This design comes from an exercise in tuning for small area and a short achievable clock period on the open sky130 flow, not from production work.
At most, simulation tests tie the RTL to the original design; equivalence was not proved.
The flow treats the clock pin as an ideal source, which a real chip does not have.

==> inputs of trial 42 <==
Design single_kernel, start of the top module:
module single_kernel #(
  parameter SIZE = 8,
  parameter DATA_WIDTH = 16
) (
  input clk,
  input [SIZE*SIZE-1:0] finish,
  input [SIZE*DATA_WIDTH-1:0] in_up,
  input [SIZE*DATA_WIDTH-1:0] in_left,
  output [SIZE*DATA_WIDTH-1:0] pass_down,
  output [SIZE*DATA_WIDTH-1:0] pass_right,
  output [SIZE*SIZE*DATA_WIDTH-1:0] out_matrix,
  output [SIZE*DATA_WIDTH-1:0] out_diagonal
);
clock: 11.0 ns
lec_check: 0
cap_margin: 20
core_margin: 2
core_utilization: 58
setup_slack_margin: 5
slew_margin: 20
synth_hierarchical: 1
synth_minimum_keep_size: 0
standard.sh (not shown) runs the stock make flow with config.mk's settings and CLKGATE_MAP_FILE= SYNTH_SCRIPT=/design/flow/synth_recipe.tcl, a recipe that flattens the netlist after the stock synthesis.
==> flow/flow/run.sh <==
#!/bin/bash
# Own layout flow: the standard synthesis and layout, with
#  - each port placed on the die's edge next to the PE it belongs to
#    (flow/pre_io.tcl);
#  - port buffers of a faster cell than the default, the output ones moved
#    next to the registers that drive them (flow/pre_resize.tcl);
#  - hold repair with 0.1 ns of margin, and timing repair aimed at a 4.6 ns
#    period (the clock stays 11 ns), with the later clock branches modelled
#    as ideal latency until clock tree synthesis (flow/pre_floorplan.tcl).
# Each step's full output goes to a log of its own in this folder.
set -euo pipefail
here=$(pwd)
bash standard.sh synth > log_synth.txt 2>&1
bash standard.sh \
  PRE_FLOORPLAN_TCL="$here/flow/pre_floorplan.tcl" \
  PRE_IO_PLACEMENT_TCL="$here/flow/pre_io.tcl" \
  PRE_RESIZE_TCL="$here/flow/pre_resize.tcl" \
  PRE_CTS_TCL="$here/flow/pre_cts.tcl" \
  CTS_ARGS="-sink_clustering_enable -repair_clock_nets -no_insertion_delay -sink_clustering_size 25 -sink_clustering_max_diameter 80 -clk_nets {clk_op clk_late_in clk_late_edge}" \
  BUFFER_PORTS_ARGS="-buffer_cell sky130_fd_sc_hd__buf_2" \
  SETUP_SLACK_MARGIN=6.4 \
  HOLD_SLACK_MARGIN=0.1 \
  finish > log_layout.txt 2>&1
==> flow/flow/clock_groups.tcl <==
# Clock branches: {name pattern ideal-latency-ns {buffer chain}}. A register
# goes to the first group whose pattern matches its name; the others are on
# clk_op, behind op_chain.
set op_chain {sky130_fd_sc_hd__clkbuf_16}
set clock_groups {
  {clk_late_in {inner_pe.pe.sum} 1.45
    {sky130_fd_sc_hd__clkdlybuf4s50_1 sky130_fd_sc_hd__clkdlybuf4s50_1 sky130_fd_sc_hd__clkdlybuf4s25_1 sky130_fd_sc_hd__clkdlybuf4s15_1 sky130_fd_sc_hd__clkbuf_16}}
  {clk_late_edge {edge_pe.pe.(acc_n|o_result)} 0.65
    {sky130_fd_sc_hd__clkdlybuf4s50_1 sky130_fd_sc_hd__clkbuf_4 sky130_fd_sc_hd__clkbuf_4 sky130_fd_sc_hd__clkbuf_16}}
}
Other scripts of this flow, unchanged in this note and not shown: flow/flow/pre_cts.tcl, flow/flow/pre_floorplan.tcl, flow/flow/pre_io.tcl, flow/flow/pre_resize.tcl
==> build 23 (differences from trial 42) <==
==> flow/flow/clock_groups.tcl (replaced) <==
# Clock branches: {name pattern ideal-latency-ns {buffer chain}}. A register
# goes to the first group whose pattern matches its name; the others are on
# clk_op, behind op_chain.
set op_chain {sky130_fd_sc_hd__clkbuf_16}
set clock_groups {
  {clk_late_in {inner_pe.pe.sum} 1.45
    {sky130_fd_sc_hd__clkdlybuf4s50_1 sky130_fd_sc_hd__clkdlybuf4s50_1 sky130_fd_sc_hd__clkdlybuf4s25_1 sky130_fd_sc_hd__clkdlybuf4s15_1 sky130_fd_sc_hd__clkbuf_16}}
  {clk_late_edge {edge_pe.pe.(acc_n|o_result)} 0.55
    {sky130_fd_sc_hd__clkdlybuf4s50_1 sky130_fd_sc_hd__clkbuf_4 sky130_fd_sc_hd__clkbuf_16}}
}
==> reports/metrics.cfg <==
[run_status]
outcome=finished clean

[timing]
fin_crit_ps=4590

[setup_path]
crit_required_ps=12490

[grt]
grtUsageMet1_pct=45.9
grt_pass1_vias=392825

[finish]
syn2layout_area_growth_pct=9.01

Source of the figures above: trial 42

==> reports/metrics.cfg <==
[run_status]
outcome=finished clean

[finish]
syn2layout_area_growth_pct=9.76
seq_area_share_pct=17.8

[grt]
grtUsageMet1_pct=46.1
grt_pass1_vias=392201

[setup_path]
crit_required_ps=12210

[timing]
fin_crit_ps=4610

Source of the figures above: build 23


* * *

==> garnet: inputs <==
single_kernel, a different RTL version from the one above (not shown whole).
==> flow/config.mk <==
export PLATFORM = sky130hd
export DESIGN_NAME = single_kernel
export DESIGN_NICKNAME = single_kernel
export VERILOG_FILES = /design/flow/design.v
export SDC_FILE = /design/flow/constraint.sdc
export NUM_CORES = 8
export LEC_CHECK = 0
export CAP_MARGIN = 20
export CORE_MARGIN = 2
export CORE_UTILIZATION = 58
export SETUP_SLACK_MARGIN = 5
export SLEW_MARGIN = 20
export SYNTH_HIERARCHICAL = 1
export SYNTH_MINIMUM_KEEP_SIZE = 0
==> flow/constraint.sdc <==
create_clock -name core_clock -period 11.0 [get_ports {clk}]
set_input_delay 2.2000 -clock core_clock [delete_from_list [all_inputs] [get_ports {clk}]]
set_output_delay 2.2000 -clock core_clock [all_outputs]
set_load 0.01 [all_outputs]
==> flow/flow/run.sh <==
#!/bin/bash
# Own layout flow: the standard synthesis and layout, with
#  - each port placed on the die's edge next to the PE it belongs to
#    (flow/pre_io.tcl);
#  - port buffers of a faster cell than the default, the output ones moved
#    next to the registers that drive them (flow/pre_resize.tcl);
#  - hold repair with 0.1 ns of margin, and timing repair aimed at a 4.6 ns
#    period (the clock stays 11 ns), with the later clock branches modelled
#    as ideal latency until clock tree synthesis (flow/pre_floorplan.tcl).
# Each step's full output goes to a log of its own in this folder.
set -euo pipefail
here=$(pwd)
bash standard.sh synth > log_synth.txt 2>&1
bash standard.sh \
  PRE_FLOORPLAN_TCL="$here/flow/pre_floorplan.tcl" \
  PRE_IO_PLACEMENT_TCL="$here/flow/pre_io.tcl" \
  PRE_RESIZE_TCL="$here/flow/pre_resize.tcl" \
  PRE_CTS_TCL="$here/flow/pre_cts.tcl" \
  CTS_ARGS="-sink_clustering_enable -repair_clock_nets -no_insertion_delay -clk_nets {clk_op clk_late_in clk_late_edge}" \
  BUFFER_PORTS_ARGS="-buffer_cell sky130_fd_sc_hd__buf_2" \
  SETUP_SLACK_MARGIN=6.4 \
  HOLD_SLACK_MARGIN=0.1 \
  finish > log_layout.txt 2>&1
==> flow/flow/clock_groups.tcl <==
# Clock branches: {name pattern ideal-latency-ns {buffer chain}}. A register
# goes to the first group whose pattern matches its name; the others are on
# clk_op, behind op_chain.
set op_chain {sky130_fd_sc_hd__clkbuf_16}
set clock_groups {
  {clk_late_in {inner_pe.pe.sum} 1.3
    {sky130_fd_sc_hd__clkdlybuf4s50_1 sky130_fd_sc_hd__clkdlybuf4s50_1 sky130_fd_sc_hd__clkdlybuf4s25_1 sky130_fd_sc_hd__clkbuf_16}}
  {clk_late_edge {edge_pe.pe.(acc_n|o_result)} 0.65
    {sky130_fd_sc_hd__clkdlybuf4s50_1 sky130_fd_sc_hd__clkdlybuf4s15_1 sky130_fd_sc_hd__clkbuf_16}}
}
Other scripts of this flow, unchanged in this note and not shown: flow/flow/pre_cts.tcl, flow/flow/pre_floorplan.tcl, flow/flow/pre_io.tcl, flow/flow/pre_resize.tcl
==> harbor: changes against garnet <==
--- a/flow/design.v
+++ b/flow/design.v
@@ -437,42 +437,24 @@
     o_down   <= i_up;
     o_right  <= i_left;
     o_result <= finish ? sum : o_result;
     sum      <= ~tot_n[23:8];
   end
 endmodule
-module mac_pe_edge #(
-  parameter COPY_U = 0,    
-  parameter COPY_L = 0     
-) (
+module mac_pe_edge (
   input             clk,
   input             finish,
   input      [15:0] i_up,
   input      [15:0] i_left,
   output reg [15:0] o_down,
   output reg [15:0] o_right,
   output reg [15:0] o_result
 );
   reg  [15:0] acc_n;      
-  wire [15:0] op_u, op_l;
-  generate
-    if (COPY_U) begin : cu
-      reg [15:0] u_copy;
-      always @(posedge clk) u_copy <= i_up;
-      assign op_u = u_copy;
-    end else begin : nu
-      assign op_u = o_down;
-    end
-    if (COPY_L) begin : cl
-      reg [15:0] l_copy;
-      always @(posedge clk) l_copy <= i_left;
-      assign op_l = l_copy;
-    end else begin : nl
-      assign op_l = o_right;
-    end
-  endgenerate
+  wire [15:0] op_u = o_down;
+  wire [15:0] op_l = o_right;
   wire [15:0] pp_n [0:15];
   genvar gi, gj;
   generate for (gi = 0; gi < 16; gi = gi + 1) begin : ppi
     for (gj = 0; gj < 16; gj = gj + 1) begin : ppj
       assign pp_n[gi][gj] = ~(op_u[gi] & op_l[gj]);
     end
@@ -895,13 +877,13 @@
   wire [SIZE*SIZE*16-1:0] d, r;
   genvar i, j;
   generate
     for (i = 0; i < SIZE; i = i + 1) begin : row
       for (j = 0; j < SIZE; j = j + 1) begin : col
         if (i == SIZE-1 || j == SIZE-1) begin : edge_pe
-          mac_pe_edge #(.COPY_U(i == 0), .COPY_L(j == 0)) pe (
+          mac_pe_edge pe (
             .clk     (clk),
             .finish  (finish[i*SIZE + j]),
             .i_up    (i == SIZE-1 ? in_up  [16*j +: 16] : d[16*((i+1)*SIZE + j) +: 16]),
             .i_left  (j == SIZE-1 ? in_left[16*i +: 16] : r[16*(i*SIZE + j + 1) +: 16]),
             .o_down  (d[16*(i*SIZE + j) +: 16]),
             .o_right (r[16*(i*SIZE + j) +: 16]),
==> flow/flow/run.sh (replaced) <==
#!/bin/bash
# Own layout flow: the standard synthesis and layout, with
#  - each port placed on the die's edge next to the PE it belongs to
#    (flow/pre_io.tcl);
#  - port buffers of a faster cell than the default, the output ones moved
#    next to the registers that drive them (flow/pre_resize.tcl);
#  - hold repair with 0.1 ns of margin, and timing repair aimed at a 4.55 ns
#    period (the clock stays 11 ns), with the later clock branches modelled
#    as ideal latency until clock tree synthesis (flow/pre_floorplan.tcl).
# Each step's full output goes to a log of its own in this folder.
set -euo pipefail
here=$(pwd)
bash standard.sh synth > log_synth.txt 2>&1
bash standard.sh \
  PRE_FLOORPLAN_TCL="$here/flow/pre_floorplan.tcl" \
  PRE_IO_PLACEMENT_TCL="$here/flow/pre_io.tcl" \
  PRE_RESIZE_TCL="$here/flow/pre_resize.tcl" \
  PRE_CTS_TCL="$here/flow/pre_cts.tcl" \
  CTS_ARGS="-sink_clustering_enable -repair_clock_nets -no_insertion_delay -clk_nets {clk_op clk_late_in clk_late_edge}" \
  BUFFER_PORTS_ARGS="-buffer_cell sky130_fd_sc_hd__buf_2" \
  SETUP_SLACK_MARGIN=6.45 \
  HOLD_SLACK_MARGIN=0.1 \
  finish > log_layout.txt 2>&1
==> flow/flow/clock_groups.tcl (replaced) <==
# Clock branches: {name pattern ideal-latency-ns {buffer chain}}. A register
# goes to the first group whose pattern matches its name; the others are on
# clk_op, behind op_chain.
set op_chain {sky130_fd_sc_hd__clkbuf_16}
set clock_groups {
  {clk_late_in {inner_pe.pe.sum} 1.3
    {sky130_fd_sc_hd__clkdlybuf4s50_1 sky130_fd_sc_hd__clkdlybuf4s50_1 sky130_fd_sc_hd__clkdlybuf4s25_1 sky130_fd_sc_hd__clkbuf_16}}
  {clk_late_edge {edge_pe.pe.(acc_n|o_result)} 0.55
    {sky130_fd_sc_hd__clkdlybuf4s50_1 sky130_fd_sc_hd__clkbuf_16}}
}
==> impl_metrics.xml <==
<?xml version="1.0" encoding="UTF-8"?>
<metrics>
  <group name="cells_and_area">
    <metric name="register_area" unit="sq mm">0.0972</metric>
    <metric name="multi_input_area_share" unit="">0.697</metric>
  </group>
  <group name="grt">
    <metric name="use_met3" unit="">0.119</metric>
  </group>
  <group name="routing">
    <metric name="drtIter0Drc" unit="">34200</metric>
    <metric name="detail_route.wirelength" unit="um">1660000</metric>
  </group>
  <group name="sta">
    <metric name="worst_slack" unit="ps">6300</metric>
    <metric name="fin_crit_sh" unit="">0.428</metric>
  </group>
  <group name="critical_path">
    <metric name="max_stage_delay" unit="ps">650</metric>
  </group>
  <group name="outcome">
    <metric name="run_status" unit="">no timing/DRC/antenna violations</metric>
  </group>
</metrics>
# the run above: harbor

==> impl_metrics.xml <==
<?xml version="1.0" encoding="UTF-8"?>
<metrics>
  <group name="grt">
    <metric name="use_met3" unit="">0.107</metric>
  </group>
  <group name="outcome">
    <metric name="run_status" unit="">no timing/DRC/antenna violations</metric>
  </group>
  <group name="critical_path">
    <metric name="max_stage_delay" unit="ps">490</metric>
  </group>
  <group name="routing">
    <metric name="detail_route.wirelength" unit="um">1640000</metric>
    <metric name="drtIter0Drc" unit="">32600</metric>
  </group>
  <group name="cells_and_area">
    <metric name="multi_input_area_share" unit="">0.707</metric>
  </group>
  <group name="sta">
    <metric name="worst_slack" unit="ps">6360</metric>
  </group>
</metrics>
# the run above: garnet

No functional check of the RTL was part of any run of this note.

[static timing again, ports no longer ideal]
The flow's constraints put no driver on any port. The routed layouts listed below were extracted and timed again, unchanged, in two steps. Step 1: set_driving_cell puts a clkbuf_16 on clk and a buf_2 on each other input, an assumption about the parent block. Step 2, shift: input delay + t, output delay - t, t = (earliest + latest rising clock arrival at the registers) / 2. This alone moves slack from input paths to output paths. a / b / c = ideal ports / drivers / drivers and shift; a / b = the first two.
| run | t, ns | setup slack, ns | worst setup path at the end | latest minus earliest clock arrival (ns) | worst data-port slew with drivers (ns) |
|---|---|---|---|---|---|
| trial 42 | 2.068 | 6.410 / 6.291 / 5.719 | input to register | 1.544 / 1.538 | 0.40 |
| build 23 | 2.082 | 6.388 / 6.327 / 5.800 | input to register | 1.540 / 1.535 | 0.39 |
| garnet | 1.953 | 6.360 / 6.238 / 5.426 | input to register | 1.226 / 1.222 | 0.42 |
| harbor | 1.965 | 6.296 / 6.291 / 5.479 | input to register | 1.245 / 1.240 | 0.36 |
Clock arrivals are far apart in every run listed, so t is only a midpoint there and step 2 fits no single register. The setup slack of garnet, which loses most, moves by -0.122 ns with the drivers and by -0.934 ns with both steps.
